This is an optimization exercise on Yosys and OpenROAD, whose aim is a short achievable clock period and few clock cycles, not a production implementation.
In this exercise RTL edits were held to simulation tests only and were not proved equivalent to the original.
Power and IR drop assume default switching activity.

==> v20: inputs <==
==> flow/design.v <==
`timescale 1ns / 1ps
module mcpu_top(input clk,
                input reset,
                input [31:0] Data_in,
                output mem_w,
                output [31:0] Addr_out,
                output [31:0] Data_out);
    localparam S_ADD = 0, S_SUB = 1, S_AND = 2, S_OR = 3, S_XOR = 4, S_NOR = 5,
               S_SLT = 6, S_SLTU = 7, S_SLL = 8, S_SRL = 9, S_LUI = 10, NSEL = 11;
    function [32:0] ksadd;
        input [31:0] a, b;
        input        ci;
        reg   [31:0] g, p, g2, p2, c;
        integer k, l, d;
        begin
            p = a ^ b;
            g = a & b;
            g[0] = g[0] | (p[0] & ci);
            for (l = 0; l < 5; l = l + 1) begin
                d = 1 << l;
                g2 = g;
                p2 = p;
                for (k = 0; k < 32; k = k + 1)
                    if (k >= d) begin
                        g2[k] = g[k] | (p[k] & g[k - d]);
                        p2[k] = p[k] & p[k - d];
                    end
                g = g2;
                p = p2;
            end
            c = {g[30:0], ci};
            ksadd = {g[31], (a ^ b) ^ c};
        end
    endfunction
    reg [31:0] abus;
    reg [31:0] pcF;
    reg        mw;
    reg [31:0] dout;
    assign Addr_out = abus;
    assign mem_w    = mw;
    assign Data_out = dout;
    reg        mcyc;
    reg        m_we;
    reg [4:0]  m_rd;
    reg        dv;
    reg [31:0] dir;
    reg [31:0] dpc4;
    reg [31:0] dpc;
    reg        dpf;       
    reg        run;       
    reg [31:0] ras;       
    reg [31:0] djr;       
    reg        ev;
    reg [NSEL-1:0] esel;
    reg [31:0] ea, eb, esd;
    reg [4:0]  esh;
    reg [4:0]  erd;
    reg        ewe;       
    reg        eldwe;     
    reg        emem, est;
    reg        ebr, ebne, epred, ejr;
    reg        ezv, ez;   
    reg [31:0] ealt;
    reg [4:0]  ea_idx, eb_idx, ert_idx;
    reg        wwe;
    reg [4:0]  wrd;
    reg [31:0] wval;
    reg [32*32-1:32] rfq;   
    reg [31:1] rfv;       
    reg        btv;
    reg [31:0] btpc, bttgt;
    wire [32:0] e_addc = ksadd(ea, eb, 1'b0);
    wire [32:0] e_subc = ksadd(ea, ~eb, 1'b1);
    wire [31:0] e_sum  = e_addc[31:0];
    wire [31:0] e_dif  = e_subc[31:0];
    wire        e_ltu  = ~e_subc[32];
    wire        e_lts  = (ea[31] ^ eb[31]) ? ea[31] : e_dif[31];
    wire [31:0] alu =
          ({32{esel[S_ADD]}}  & e_sum)
        | ({32{esel[S_SUB]}}  & e_dif)
        | ({32{esel[S_AND]}}  & (ea & eb))
        | ({32{esel[S_OR]}}   & (ea | eb))
        | ({32{esel[S_XOR]}}  & (ea ^ eb))
        | ({32{esel[S_NOR]}}  & ~(ea | eb))
        | {31'b0, (esel[S_SLT] & e_lts) | (esel[S_SLTU] & e_ltu)}
        | ({32{esel[S_SLL]}}  & (eb << esh))
        | ({32{esel[S_SRL]}}  & (eb >> esh))
        | ({32{esel[S_LUI]}}  & {eb[31:16], ea[15:0]});
    wire e_exec  = ev & ~mcyc;
    wire e_eq    = ea == eb;
    wire e_redir = e_exec & ((ebr & (e_eq ^ ebne ^ epred)) | (ejr & ~e_eq));
    wire [31:0] e_tgt = ejr ? ea : ealt;
    wire e_memst = e_exec & emem;
    wire e_wr    = ewe | eldwe;
    wire [5:0]  d_op = dir[31:26];
    wire [5:0]  d_fn = dir[5:0];
    wire [4:0]  d_rs = dir[25:21];
    wire [4:0]  d_rt = dir[20:16];
    wire [4:0]  d_rdf = dir[15:11];
    wire [31:0] d_imm = {{16{dir[15]}}, dir[15:0]};
    wire d_R    = d_op == 6'h00;
    wire d_jr   = d_R & (d_fn == 6'h08);
    wire d_addi = d_op == 6'h08;
    wire d_andi = d_op == 6'h0c;
    wire d_ori  = d_op == 6'h0d;
    wire d_xori = d_op == 6'h0e;
    wire d_slti = d_op == 6'h0a;
    wire d_sltiu = d_op == 6'h0b;
    wire d_lui  = d_op == 6'h0f;
    wire d_lw   = d_op == 6'h23;
    wire d_sw   = d_op == 6'h2b;
    wire d_beq  = d_op == 6'h04;
    wire d_bne  = d_op == 6'h05;
    wire d_j    = d_op == 6'h02;
    wire d_jal  = d_op == 6'h03;
    wire d_br   = d_beq | d_bne;
    wire d_ialu = d_addi | d_andi | d_ori | d_xori | d_slti | d_sltiu;
    reg [NSEL-1:0] d_sel;
    reg            d_rok;
    always @* begin
        d_sel = {NSEL{1'b0}};
        d_rok = 1'b0;
        if (d_R) begin
            d_rok = 1'b1;
            case (d_fn)
                6'h20: d_sel[S_ADD] = 1'b1;
                6'h22: d_sel[S_SUB] = 1'b1;
                6'h24: d_sel[S_AND] = 1'b1;
                6'h25: d_sel[S_OR] = 1'b1;
                6'h26: d_sel[S_XOR] = 1'b1;
                6'h27: d_sel[S_NOR] = 1'b1;
                6'h2a: d_sel[S_SLT] = 1'b1;
                6'h2b: d_sel[S_SLTU] = 1'b1;
                6'h00: d_sel[S_SLL] = 1'b1;
                6'h04: d_sel[S_SLL] = 1'b1;
                6'h02: d_sel[S_SRL] = 1'b1;
                default: d_rok = 1'b0;
            endcase
        end else begin
            case (d_op)
                6'h0c: d_sel[S_AND] = 1'b1;
                6'h0d: d_sel[S_OR] = 1'b1;
                6'h0e: d_sel[S_XOR] = 1'b1;
                6'h0a: d_sel[S_SLT] = 1'b1;
                6'h0b: d_sel[S_SLTU] = 1'b1;
                6'h0f: d_sel[S_LUI] = 1'b1;
                6'h03: d_sel[S_OR] = 1'b1;     
                default: d_sel[S_ADD] = 1'b1;
            endcase
        end
    end
    wire [4:0] d_dst = d_R ? d_rdf : d_jal ? 5'd31 : d_rt;
    wire       d_we  = (d_rok | d_ialu | d_lui | d_jal) & (d_dst != 5'd0);
    wire       d_ldwe = d_lw & (d_rt != 5'd0);
    wire [32*32-1:0] rf_all = {rfq, 32'b0};
    wire [31:0] rf_s = ((d_rs != 5'd0) & rfv[d_rs]) ? rf_all[32*d_rs +: 32] : 32'b0;
    wire [31:0] rf_t = ((d_rt != 5'd0) & rfv[d_rt]) ? rf_all[32*d_rt +: 32] : 32'b0;
    wire [31:0] w_s  = (wwe & (wrd == d_rs)) ? wval : rf_s;
    wire [31:0] w_t  = (wwe & (wrd == d_rt)) ? wval : rf_t;
    wire        fe_s = ev & ewe & (erd == d_rs);
    wire        fe_t = ev & ewe & (erd == d_rt);
    wire        a_fe = d_jal ? 1'b0 : d_lui ? fe_t : fe_s;
    wire [31:0] a_ot = d_jal ? dpc4 : d_lui ? w_t : w_s;
    wire [31:0] ea_n = a_fe ? alu : a_ot;
    wire [4:0]  a_ix = d_jal ? 5'd0 : d_lui ? d_rt : d_rs;
    wire        b_reg = (d_R & ~d_jr) | d_br;
    wire        b_fe  = b_reg & fe_t;
    wire [31:0] b_ot  = b_reg ? w_t : d_lui ? {dir[15:0], 16'b0} : d_jal ? 32'b0 :
                        d_jr ? djr : d_imm;
    wire [31:0] eb_n  = b_fe ? alu : b_ot;
    wire [4:0]  b_ix  = b_reg ? d_rt : 5'd0;
    wire [31:0] sd_n  = fe_t ? alu : w_t;
    wire [32:0] d_btc  = ksadd(dpc4, {d_imm[29:0], 2'b00}, 1'b0);
    wire [31:0] d_btgt = d_btc[31:0];
    wire        d_spred = (d_rs == d_rt) ? d_beq : dir[15];
    wire        fw_s = wwe & (wrd == d_rs);
    wire        d_zv = (d_addi | d_andi) & ~fe_s & ~fw_s;
    wire        d_z  = d_addi ? ((rf_s ^ d_imm) == {(rf_s[30:0] | d_imm[30:0]), 1'b0})
                              : ((rf_s & d_imm) == 32'b0);
    wire        d_zc    = (d_rt == 5'd0) & (d_rs != 5'd0);
    wire        d_early = d_zc & fe_s & ezv;
    wire        d_pred  = d_early ? (ez ^ d_bne) : d_spred;
    wire d_hold  = mcyc | ~run;
    wire d_adv   = dv & ~d_hold & ~e_redir;
    wire d_bp    = d_br & d_pred;
    wire d_redir = d_adv & (d_bp ? ~dpf : dpf);
    wire [31:0] d_tgt = d_bp ? d_btgt : dpc4;
    wire d_btw   = dv & d_br & d_spred & ~dpf & dir[15];   
    wire        f_hit  = btv & (pcF == btpc);
    wire [32:0] pcF4c  = ksadd(pcF, 32'd4, 1'b0);
    wire [31:0] pcF4   = pcF4c[31:0];
    wire [5:0]  f_op   = Data_in[31:26];
    wire        f_jmp  = f_op[5:1] == 5'b00001;                  
    wire        f_jr   = (f_op == 6'h00) & (Data_in[5:0] == 6'h08);
    wire [31:0] f_jtgt = {pcF4[31:28], Data_in[25:0], 2'b00};
    wire        f_bth  = f_hit & ~f_jmp & ~f_jr;
    wire [31:0] f_next = f_jmp ? f_jtgt : f_jr ? ras : f_hit ? bttgt : pcF4;
    wire [31:0] pcF_n  = e_redir ? e_tgt : d_redir ? d_tgt : d_hold ? pcF : f_next;
    integer r;
    always @(posedge clk) begin
        for (r = 1; r < 32; r = r + 1)
            if (wwe && wrd == r)
                rfq[32*r +: 32] <= wval;
    end
    always @(posedge clk or posedge reset) begin
        if (reset) begin
            pcF <= 32'b0; mw <= 1'b0; run <= 1'b0;
            mcyc <= 1'b0; m_we <= 1'b0;
            dv <= 1'b0; ev <= 1'b0; wwe <= 1'b0;
            rfv <= 31'b0; btv <= 1'b0;
        end else begin
            run  <= 1'b1;
            pcF  <= pcF_n;
            mw   <= e_memst & est;
            mcyc <= e_memst;
            m_we <= e_memst & eldwe;
            dv   <= d_hold ? (dv & ~e_redir) : ~(e_redir | d_redir);
            if (!mcyc)
                ev <= d_adv;
            wwe <= mcyc ? m_we : (ev & ewe);
            if (wwe)
                rfv[wrd] <= 1'b1;
            if (d_btw)
                btv <= 1'b1;
        end
    end
    always @(posedge clk) begin
        abus <= e_memst ? e_sum : pcF_n;
        dout <= esd;
        m_rd <= erd;
        if (!d_hold) begin
            dir  <= Data_in;
            dpc4 <= pcF4;
            dpc  <= pcF;
            dpf  <= f_bth;
            djr  <= ras;
            if (f_op == 6'h03)
                ras <= pcF4;
        end
        if (mcyc) begin
            if (m_we & (ea_idx == m_rd)) ea <= Data_in;
            if (m_we & (eb_idx == m_rd)) eb <= Data_in;
            if (m_we & (ert_idx == m_rd)) esd <= Data_in;
            if (m_we & (ea_idx == m_rd)) ezv <= 1'b0;
        end else begin
            esel    <= d_sel;
            ea      <= ea_n;
            eb      <= eb_n;
            esd     <= sd_n;
            esh     <= dir[10:6];
            erd     <= d_dst;
            ewe     <= d_we;
            eldwe   <= d_ldwe;
            emem    <= d_lw | d_sw;
            est     <= d_sw;
            ebr     <= d_br;
            ebne    <= d_bne;
            ejr     <= d_jr;
            epred   <= d_pred;
            ezv     <= d_zv;
            ez      <= d_z;
            ealt    <= d_pred ? dpc4 : d_btgt;
            ea_idx  <= a_ix;
            eb_idx  <= b_ix;
            ert_idx <= d_rt;
        end
        wrd  <= mcyc ? m_rd : erd;
        wval <= mcyc ? Data_in : alu;
        if (d_btw) begin
            btpc  <= dpc;
            bttgt <= d_btgt;
        end
    end
endmodule
==> flow/flow/run.sh <==
#!/bin/bash
# Own flow: the standard layout script (standard.sh: the standard flow's synthesis
# script, SDC and ORFS steps) with two ORFS settings changed on its command line:
#  - ADDER_MAP_FILE empty: adders are left to ABC instead of being mapped to
#    full-adder cells, which gives much faster carry logic;
#  - SETUP_SLACK_MARGIN: the timing repair aims for this much extra setup slack,
#    so that the paths come out well below the clock period.
# The SDC (clock period, I/O delays, loads) is the standard flow's, unchanged.
set -uo pipefail
MARGIN=$(cat flow/margin.txt 2>/dev/null || echo 8.5)
bash standard.sh ADDER_MAP_FILE= SETUP_SLACK_MARGIN=$MARGIN finish > standard_flow.log 2>&1
rc=$?
tail -20 standard_flow.log
exit $rc
==> flow/flow/margin.txt <==
8.5
==> flow/standard.sh <==
#!/bin/bash
# synth_recipe.tcl (not shown) runs the flow's synth.tcl, then flattens the netlist and writes it again
# the make line also repeats each setting of config.mk as NAME=value (left out here)
make -C /OpenROAD-flow-scripts/flow DESIGN_CONFIG=/design/flow/config.mk WORK_HOME=/design/flow/orfs CLKGATE_MAP_FILE= SYNTH_SCRIPT=/design/flow/synth_recipe.tcl "${@:-finish}"
==> flow/config.mk <==
export PLATFORM = sky130hd
export DESIGN_NAME = mcpu_top
export DESIGN_NICKNAME = mcpu_top
export VERILOG_FILES = /design/flow/design.v
export SDC_FILE = /design/flow/constraint.sdc
export NUM_CORES = 4
export LEC_CHECK = 0
export CAP_MARGIN = 20
export CORE_MARGIN = 2
export CORE_UTILIZATION = 30
export PLACE_DENSITY = 0.45
export SLEW_MARGIN = 20
==> flow/constraint.sdc <==
create_clock -name core_clock -period 12.0 [get_ports {clk}]
set_input_delay 2.4000 -clock core_clock [delete_from_list [all_inputs] [get_ports {clk}]]
set_output_delay 2.4000 -clock core_clock [all_outputs]
set_load 0.01 [all_outputs]
==> v3: changes against v20 <==
--- a/flow/design.v
+++ b/flow/design.v
@@ -61,3 +61,2 @@
     reg        ebr, ebne, epred, ejr;
-    reg        ezv, ez;   
     reg [31:0] ealt;
@@ -174,10 +173,3 @@
     wire [31:0] d_btgt = d_btc[31:0];
-    wire        d_spred = (d_rs == d_rt) ? d_beq : dir[15];
-    wire        fw_s = wwe & (wrd == d_rs);
-    wire        d_zv = (d_addi | d_andi) & ~fe_s & ~fw_s;
-    wire        d_z  = d_addi ? ((rf_s ^ d_imm) == {(rf_s[30:0] | d_imm[30:0]), 1'b0})
-                              : ((rf_s & d_imm) == 32'b0);
-    wire        d_zc    = (d_rt == 5'd0) & (d_rs != 5'd0);
-    wire        d_early = d_zc & fe_s & ezv;
-    wire        d_pred  = d_early ? (ez ^ d_bne) : d_spred;
+    wire        d_pred = (d_rs == d_rt) ? d_beq : dir[15];
     wire d_hold  = mcyc | ~run;
@@ -187,3 +179,3 @@
     wire [31:0] d_tgt = d_bp ? d_btgt : dpc4;
-    wire d_btw   = dv & d_br & d_spred & ~dpf & dir[15];   
+    wire d_btw   = d_adv & d_bp & ~dpf & dir[15];
     wire        f_hit  = btv & (pcF == btpc);
@@ -206,3 +198,3 @@
         if (reset) begin
-            pcF <= 32'b0; mw <= 1'b0; run <= 1'b0;
+            pcF <= 32'b0; mw <= 1'b0; run <= 1'b0; ras <= 32'b0;
             mcyc <= 1'b0; m_we <= 1'b0;
@@ -224,2 +216,4 @@
                 btv <= 1'b1;
+            if (!d_hold && f_op == 6'h03)
+                ras <= pcF4;
         end
@@ -236,4 +230,2 @@
             djr  <= ras;
-            if (f_op == 6'h03)
-                ras <= pcF4;
         end
@@ -243,3 +235,2 @@
             if (m_we & (ert_idx == m_rd)) esd <= Data_in;
-            if (m_we & (ea_idx == m_rd)) ezv <= 1'b0;
         end else begin
@@ -259,4 +250,2 @@
             epred   <= d_pred;
-            ezv     <= d_zv;
-            ez      <= d_z;
             ealt    <= d_pred ? dpc4 : d_btgt;
CTS_CLUSTER_DIAMETER = 60   (was unset)
CTS_CLUSTER_SIZE = 30   (was unset)
==> v22: changes against v20 <==
--- a/flow/design.v
+++ b/flow/design.v
@@ -61,5 +61,3 @@
     reg        ebr, ebne, epred, ejr;
-    reg        ezv, ez;   
     reg [31:0] ealt;
-    reg [4:0]  ea_idx, eb_idx, ert_idx;
     reg        wwe;
@@ -67,2 +65,5 @@
     reg [31:0] wval;
+    reg        wlwe;
+    reg [4:0]  wlrd;
+    reg [31:0] wlval;
     reg [32*32-1:32] rfq;   
@@ -88,3 +89,3 @@
         | ({32{esel[S_LUI]}}  & {eb[31:16], ea[15:0]});
-    wire e_exec  = ev & ~mcyc;
+    wire e_exec  = ev;
     wire e_eq    = ea == eb;
@@ -157,4 +158,8 @@
     wire [31:0] rf_t = ((d_rt != 5'd0) & rfv[d_rt]) ? rf_all[32*d_rt +: 32] : 32'b0;
-    wire [31:0] w_s  = (wwe & (wrd == d_rs)) ? wval : rf_s;
-    wire [31:0] w_t  = (wwe & (wrd == d_rt)) ? wval : rf_t;
+    wire [31:0] l_s  = (wlwe & (wlrd == d_rs)) ? wlval : rf_s;
+    wire [31:0] l_t  = (wlwe & (wlrd == d_rt)) ? wlval : rf_t;
+    wire [31:0] v_s  = (wwe & (wrd == d_rs)) ? wval : l_s;
+    wire [31:0] v_t  = (wwe & (wrd == d_rt)) ? wval : l_t;
+    wire [31:0] w_s  = (mcyc & m_we & (m_rd == d_rs)) ? Data_in : v_s;
+    wire [31:0] w_t  = (mcyc & m_we & (m_rd == d_rt)) ? Data_in : v_t;
     wire        fe_s = ev & ewe & (erd == d_rs);
@@ -164,3 +169,2 @@
     wire [31:0] ea_n = a_fe ? alu : a_ot;
-    wire [4:0]  a_ix = d_jal ? 5'd0 : d_lui ? d_rt : d_rs;
     wire        b_reg = (d_R & ~d_jr) | d_br;
@@ -170,3 +174,2 @@
     wire [31:0] eb_n  = b_fe ? alu : b_ot;
-    wire [4:0]  b_ix  = b_reg ? d_rt : 5'd0;
     wire [31:0] sd_n  = fe_t ? alu : w_t;
@@ -174,12 +177,7 @@
     wire [31:0] d_btgt = d_btc[31:0];
-    wire        d_spred = (d_rs == d_rt) ? d_beq : dir[15];
-    wire        fw_s = wwe & (wrd == d_rs);
-    wire        d_zv = (d_addi | d_andi) & ~fe_s & ~fw_s;
-    wire        d_z  = d_addi ? ((rf_s ^ d_imm) == {(rf_s[30:0] | d_imm[30:0]), 1'b0})
-                              : ((rf_s & d_imm) == 32'b0);
-    wire        d_zc    = (d_rt == 5'd0) & (d_rs != 5'd0);
-    wire        d_early = d_zc & fe_s & ezv;
-    wire        d_pred  = d_early ? (ez ^ d_bne) : d_spred;
-    wire d_hold  = mcyc | ~run;
-    wire d_adv   = dv & ~d_hold & ~e_redir;
+    wire        d_pred = (d_rs == d_rt) ? d_beq : dir[15];
+    wire d_urs   = ~(d_j | d_jal | d_lui);
+    wire d_urt   = d_R | d_br | d_sw | d_lui;
+    wire ld_use  = ev & eldwe & (((erd == d_rs) & d_urs) | ((erd == d_rt) & d_urt));
+    wire d_adv   = dv & run & ~ld_use & ~e_redir;
     wire d_bp    = d_br & d_pred;
@@ -187,3 +185,3 @@
     wire [31:0] d_tgt = d_bp ? d_btgt : dpc4;
-    wire d_btw   = dv & d_br & d_spred & ~dpf & dir[15];   
+    wire d_btw   = dv & d_bp & ~dpf & dir[15];     
     wire        f_hit  = btv & (pcF == btpc);
@@ -197,3 +195,4 @@
     wire [31:0] f_next = f_jmp ? f_jtgt : f_jr ? ras : f_hit ? bttgt : pcF4;
-    wire [31:0] pcF_n  = e_redir ? e_tgt : d_redir ? d_tgt : d_hold ? pcF : f_next;
+    wire        f_acc  = run & ~mcyc & (~dv | d_adv);            
+    wire [31:0] pcF_n  = e_redir ? e_tgt : d_redir ? d_tgt : f_acc ? f_next : pcF;
     integer r;
@@ -203,2 +202,4 @@
                 rfq[32*r +: 32] <= wval;
+            else if (wlwe && wlrd == r)
+                rfq[32*r +: 32] <= wlval;
     end
@@ -208,3 +209,3 @@
             mcyc <= 1'b0; m_we <= 1'b0;
-            dv <= 1'b0; ev <= 1'b0; wwe <= 1'b0;
+            dv <= 1'b0; ev <= 1'b0; wwe <= 1'b0; wlwe <= 1'b0;
             rfv <= 31'b0; btv <= 1'b0;
@@ -216,8 +217,10 @@
             m_we <= e_memst & eldwe;
-            dv   <= d_hold ? (dv & ~e_redir) : ~(e_redir | d_redir);
-            if (!mcyc)
-                ev <= d_adv;
-            wwe <= mcyc ? m_we : (ev & ewe);
+            dv   <= (e_redir | d_redir) ? 1'b0 : f_acc ? 1'b1 : d_adv ? 1'b0 : dv;
+            ev   <= d_adv;
+            wwe  <= ev & ewe;
+            wlwe <= mcyc & m_we;
             if (wwe)
                 rfv[wrd] <= 1'b1;
+            if (wlwe)
+                rfv[wlrd] <= 1'b1;
             if (d_btw)
@@ -230,3 +233,3 @@
         m_rd <= erd;
-        if (!d_hold) begin
+        if (f_acc) begin
             dir  <= Data_in;
@@ -239,8 +242,3 @@
         end
-        if (mcyc) begin
-            if (m_we & (ea_idx == m_rd)) ea <= Data_in;
-            if (m_we & (eb_idx == m_rd)) eb <= Data_in;
-            if (m_we & (ert_idx == m_rd)) esd <= Data_in;
-            if (m_we & (ea_idx == m_rd)) ezv <= 1'b0;
-        end else begin
+        begin
             esel    <= d_sel;
@@ -259,11 +257,8 @@
             epred   <= d_pred;
-            ezv     <= d_zv;
-            ez      <= d_z;
             ealt    <= d_pred ? dpc4 : d_btgt;
-            ea_idx  <= a_ix;
-            eb_idx  <= b_ix;
-            ert_idx <= d_rt;
-        end
-        wrd  <= mcyc ? m_rd : erd;
-        wval <= mcyc ? Data_in : alu;
+        end
+        wrd   <= erd;
+        wval  <= alu;
+        wlrd  <= m_rd;
+        wlval <= Data_in;
         if (d_btw) begin
CORE_UTILIZATION = 55   (was 30)
PLACE_DENSITY = 0.65   (was 0.45)
==> v32: changes against v20 <==
--- a/flow/design.v
+++ b/flow/design.v
@@ -61,5 +61,3 @@
     reg        ebr, ebne, epred, ejr;
-    reg        ezv, ez;   
     reg [31:0] ealt;
-    reg [4:0]  ea_idx, eb_idx, ert_idx;
     reg        wwe;
@@ -67,2 +65,5 @@
     reg [31:0] wval;
+    reg        wlwe;
+    reg [4:0]  wlrd;
+    reg [31:0] wlval;
     reg [32*32-1:32] rfq;   
@@ -88,3 +89,3 @@
         | ({32{esel[S_LUI]}}  & {eb[31:16], ea[15:0]});
-    wire e_exec  = ev & ~mcyc;
+    wire e_exec  = ev;
     wire e_eq    = ea == eb;
@@ -157,4 +158,8 @@
     wire [31:0] rf_t = ((d_rt != 5'd0) & rfv[d_rt]) ? rf_all[32*d_rt +: 32] : 32'b0;
-    wire [31:0] w_s  = (wwe & (wrd == d_rs)) ? wval : rf_s;
-    wire [31:0] w_t  = (wwe & (wrd == d_rt)) ? wval : rf_t;
+    wire [31:0] l_s  = (wlwe & (wlrd == d_rs)) ? wlval : rf_s;
+    wire [31:0] l_t  = (wlwe & (wlrd == d_rt)) ? wlval : rf_t;
+    wire [31:0] v_s  = (wwe & (wrd == d_rs)) ? wval : l_s;
+    wire [31:0] v_t  = (wwe & (wrd == d_rt)) ? wval : l_t;
+    wire [31:0] w_s  = (mcyc & m_we & (m_rd == d_rs)) ? Data_in : v_s;
+    wire [31:0] w_t  = (mcyc & m_we & (m_rd == d_rt)) ? Data_in : v_t;
     wire        fe_s = ev & ewe & (erd == d_rs);
@@ -164,3 +169,2 @@
     wire [31:0] ea_n = a_fe ? alu : a_ot;
-    wire [4:0]  a_ix = d_jal ? 5'd0 : d_lui ? d_rt : d_rs;
     wire        b_reg = (d_R & ~d_jr) | d_br;
@@ -170,3 +174,2 @@
     wire [31:0] eb_n  = b_fe ? alu : b_ot;
-    wire [4:0]  b_ix  = b_reg ? d_rt : 5'd0;
     wire [31:0] sd_n  = fe_t ? alu : w_t;
@@ -174,12 +177,7 @@
     wire [31:0] d_btgt = d_btc[31:0];
-    wire        d_spred = (d_rs == d_rt) ? d_beq : dir[15];
-    wire        fw_s = wwe & (wrd == d_rs);
-    wire        d_zv = (d_addi | d_andi) & ~fe_s & ~fw_s;
-    wire        d_z  = d_addi ? ((rf_s ^ d_imm) == {(rf_s[30:0] | d_imm[30:0]), 1'b0})
-                              : ((rf_s & d_imm) == 32'b0);
-    wire        d_zc    = (d_rt == 5'd0) & (d_rs != 5'd0);
-    wire        d_early = d_zc & fe_s & ezv;
-    wire        d_pred  = d_early ? (ez ^ d_bne) : d_spred;
-    wire d_hold  = mcyc | ~run;
-    wire d_adv   = dv & ~d_hold & ~e_redir;
+    wire        d_pred = (d_rs == d_rt) ? d_beq : dir[15];
+    wire d_urs   = ~(d_j | d_jal | d_lui);
+    wire d_urt   = d_R | d_br | d_sw | d_lui;
+    wire ld_use  = ev & eldwe & (((erd == d_rs) & d_urs) | ((erd == d_rt) & d_urt));
+    wire d_adv   = dv & run & ~ld_use & ~e_redir;
     wire d_bp    = d_br & d_pred;
@@ -187,3 +185,3 @@
     wire [31:0] d_tgt = d_bp ? d_btgt : dpc4;
-    wire d_btw   = dv & d_br & d_spred & ~dpf & dir[15];   
+    wire d_btw   = dv & d_bp & ~dpf & dir[15];     
     wire        f_hit  = btv & (pcF == btpc);
@@ -197,3 +195,4 @@
     wire [31:0] f_next = f_jmp ? f_jtgt : f_jr ? ras : f_hit ? bttgt : pcF4;
-    wire [31:0] pcF_n  = e_redir ? e_tgt : d_redir ? d_tgt : d_hold ? pcF : f_next;
+    wire        f_acc  = run & ~mcyc & (~dv | d_adv);            
+    wire [31:0] pcF_n  = e_redir ? e_tgt : d_redir ? d_tgt : f_acc ? f_next : pcF;
     integer r;
@@ -203,2 +202,4 @@
                 rfq[32*r +: 32] <= wval;
+            else if (wlwe && wlrd == r)
+                rfq[32*r +: 32] <= wlval;
     end
@@ -208,3 +209,3 @@
             mcyc <= 1'b0; m_we <= 1'b0;
-            dv <= 1'b0; ev <= 1'b0; wwe <= 1'b0;
+            dv <= 1'b0; ev <= 1'b0; wwe <= 1'b0; wlwe <= 1'b0;
             rfv <= 31'b0; btv <= 1'b0;
@@ -216,8 +217,10 @@
             m_we <= e_memst & eldwe;
-            dv   <= d_hold ? (dv & ~e_redir) : ~(e_redir | d_redir);
-            if (!mcyc)
-                ev <= d_adv;
-            wwe <= mcyc ? m_we : (ev & ewe);
+            dv   <= (e_redir | d_redir) ? 1'b0 : f_acc ? 1'b1 : d_adv ? 1'b0 : dv;
+            ev   <= d_adv;
+            wwe  <= ev & ewe;
+            wlwe <= mcyc & m_we;
             if (wwe)
                 rfv[wrd] <= 1'b1;
+            if (wlwe)
+                rfv[wlrd] <= 1'b1;
             if (d_btw)
@@ -230,3 +233,3 @@
         m_rd <= erd;
-        if (!d_hold) begin
+        if (f_acc) begin
             dir  <= Data_in;
@@ -239,8 +242,3 @@
         end
-        if (mcyc) begin
-            if (m_we & (ea_idx == m_rd)) ea <= Data_in;
-            if (m_we & (eb_idx == m_rd)) eb <= Data_in;
-            if (m_we & (ert_idx == m_rd)) esd <= Data_in;
-            if (m_we & (ea_idx == m_rd)) ezv <= 1'b0;
-        end else begin
+        begin
             esel    <= d_sel;
@@ -259,11 +257,8 @@
             epred   <= d_pred;
-            ezv     <= d_zv;
-            ez      <= d_z;
             ealt    <= d_pred ? dpc4 : d_btgt;
-            ea_idx  <= a_ix;
-            eb_idx  <= b_ix;
-            ert_idx <= d_rt;
-        end
-        wrd  <= mcyc ? m_rd : erd;
-        wval <= mcyc ? Data_in : alu;
+        end
+        wrd   <= erd;
+        wval  <= alu;
+        wlrd  <= m_rd;
+        wlval <= Data_in;
         if (d_btw) begin
==> run notes <==
Of v32 and v3, v32 has the higher first-iteration DRC count (gap about 25%, measured against v3). Sequential share of layout area, lowest first: v32, v22, v20, v3. Of v32 and v3, v3 has the higher fmax (gap about 1.3%, measured against v3). Between v22 and v3, the lower cell count is in v22 (gap 5.7%, measured against v3). Synthesized area: v22 is higher than v3 (about 14%). In v3 the combinational power is larger than in v22, by about 20%. Against v32, the clock power of v20 is smaller by about 7%.
==> figures <==
                                                                                     v22                      v20                      v32                       v3
Switching share of total power                                                     31.6%                    31.0%                    32.2%                    33.6%
Vias in the first global route                                                     68400                    60800                    69900                    58300
Fmax                                                                             257 MHz                  254 MHz                  259 MHz                  262 MHz
Share of layout cells above drive strength 1                                       44.3%                    39.1%                    48.2%                    37.7%
Insertion delay of the later-clocked pin in the worst-skew pair                  0.89 ns                  0.91 ns                  0.94 ns                  0.87 ns
Setup clock skew after layout                                                  0.0591 ns                 0.103 ns                 0.105 ns                0.0976 ns
GRT met3 Usage                                                                     12.8%                    4.92%                    6.63%                    5.03%
CORE AREA                                                                     169000 um2               276000 um2               311000 um2               274000 um2
Critical path's largest stage delay                                              0.45 ns                  0.56 ns                  0.41 ns                  0.43 ns
Least-Margin Pin Slew                                                            1.21 ns                  1.22 ns                  1.17 ns                  1.18 ns
Fraction of the mapped netlist area in compound gates                              8.89%                    9.86%                    8.89%                    9.29%
Clock network area share                                                           4.99%                    5.37%                    5.34%                    4.92%
Run status                                                       complete, no violations  complete, no violations  complete, no violations  complete, no violations
Average cell area after synthesis                                               13.1 um2                 13.5 um2                 13.1 um2                 13.9 um2
Synthesized netlist cell count                                                      7131                     6160                     7131                     5930
Number of distinct library cells after synthesis                                     113                       96                      113                       94
Testbench counts of v20, summed over its fixed seeds: cycles 12,859.
Testbench counts of v3, summed over its fixed seeds: cycles 13,055.
Testbench counts of v22, summed over its fixed seeds: cycles 12,982.
Testbench counts of v32, summed over its fixed seeds: cycles 12,982.

==> port drivers added, routing unchanged <==
No port has a modelled driver above. Below, the same layouts with a new extraction and two added sets of constraints.
Step 1 assumes that a clkbuf_16 drives the clock port and a buf_2 every other input.
Step 2 moves the port delays by t, midway between the first and last clock arrival at a register: inputs arrive t later, outputs are due t later. That takes back most of the time a late clock gives input paths.
Slacks: no drivers / after step 1 / after step 2; pairs: no drivers / after step 1.
| run | t (ns) | slack for setup (ns) | hold WS [ns] |
|---|---|---|---|
| v20 | 0.953 | 8.068 / 8.068 / 7.336 | 0.339 / 0.339 / 0.339 |
| v3 | 0.918 | 8.189 / 8.096 / 7.474 | 0.324 / 0.324 / 0.324 |
| v22 | 0.951 | 8.116 / 8.029 / 7.353 | 0.327 / 0.327 / 0.327 |
| v32 | 0.976 | 8.140 / 8.050 / 7.253 | 0.314 / 0.314 / 0.314 |
After both steps every run listed still meets setup and hold. The setup slack of v32, which loses most, moves by -0.090 ns with the drivers and by -0.887 ns with both steps.
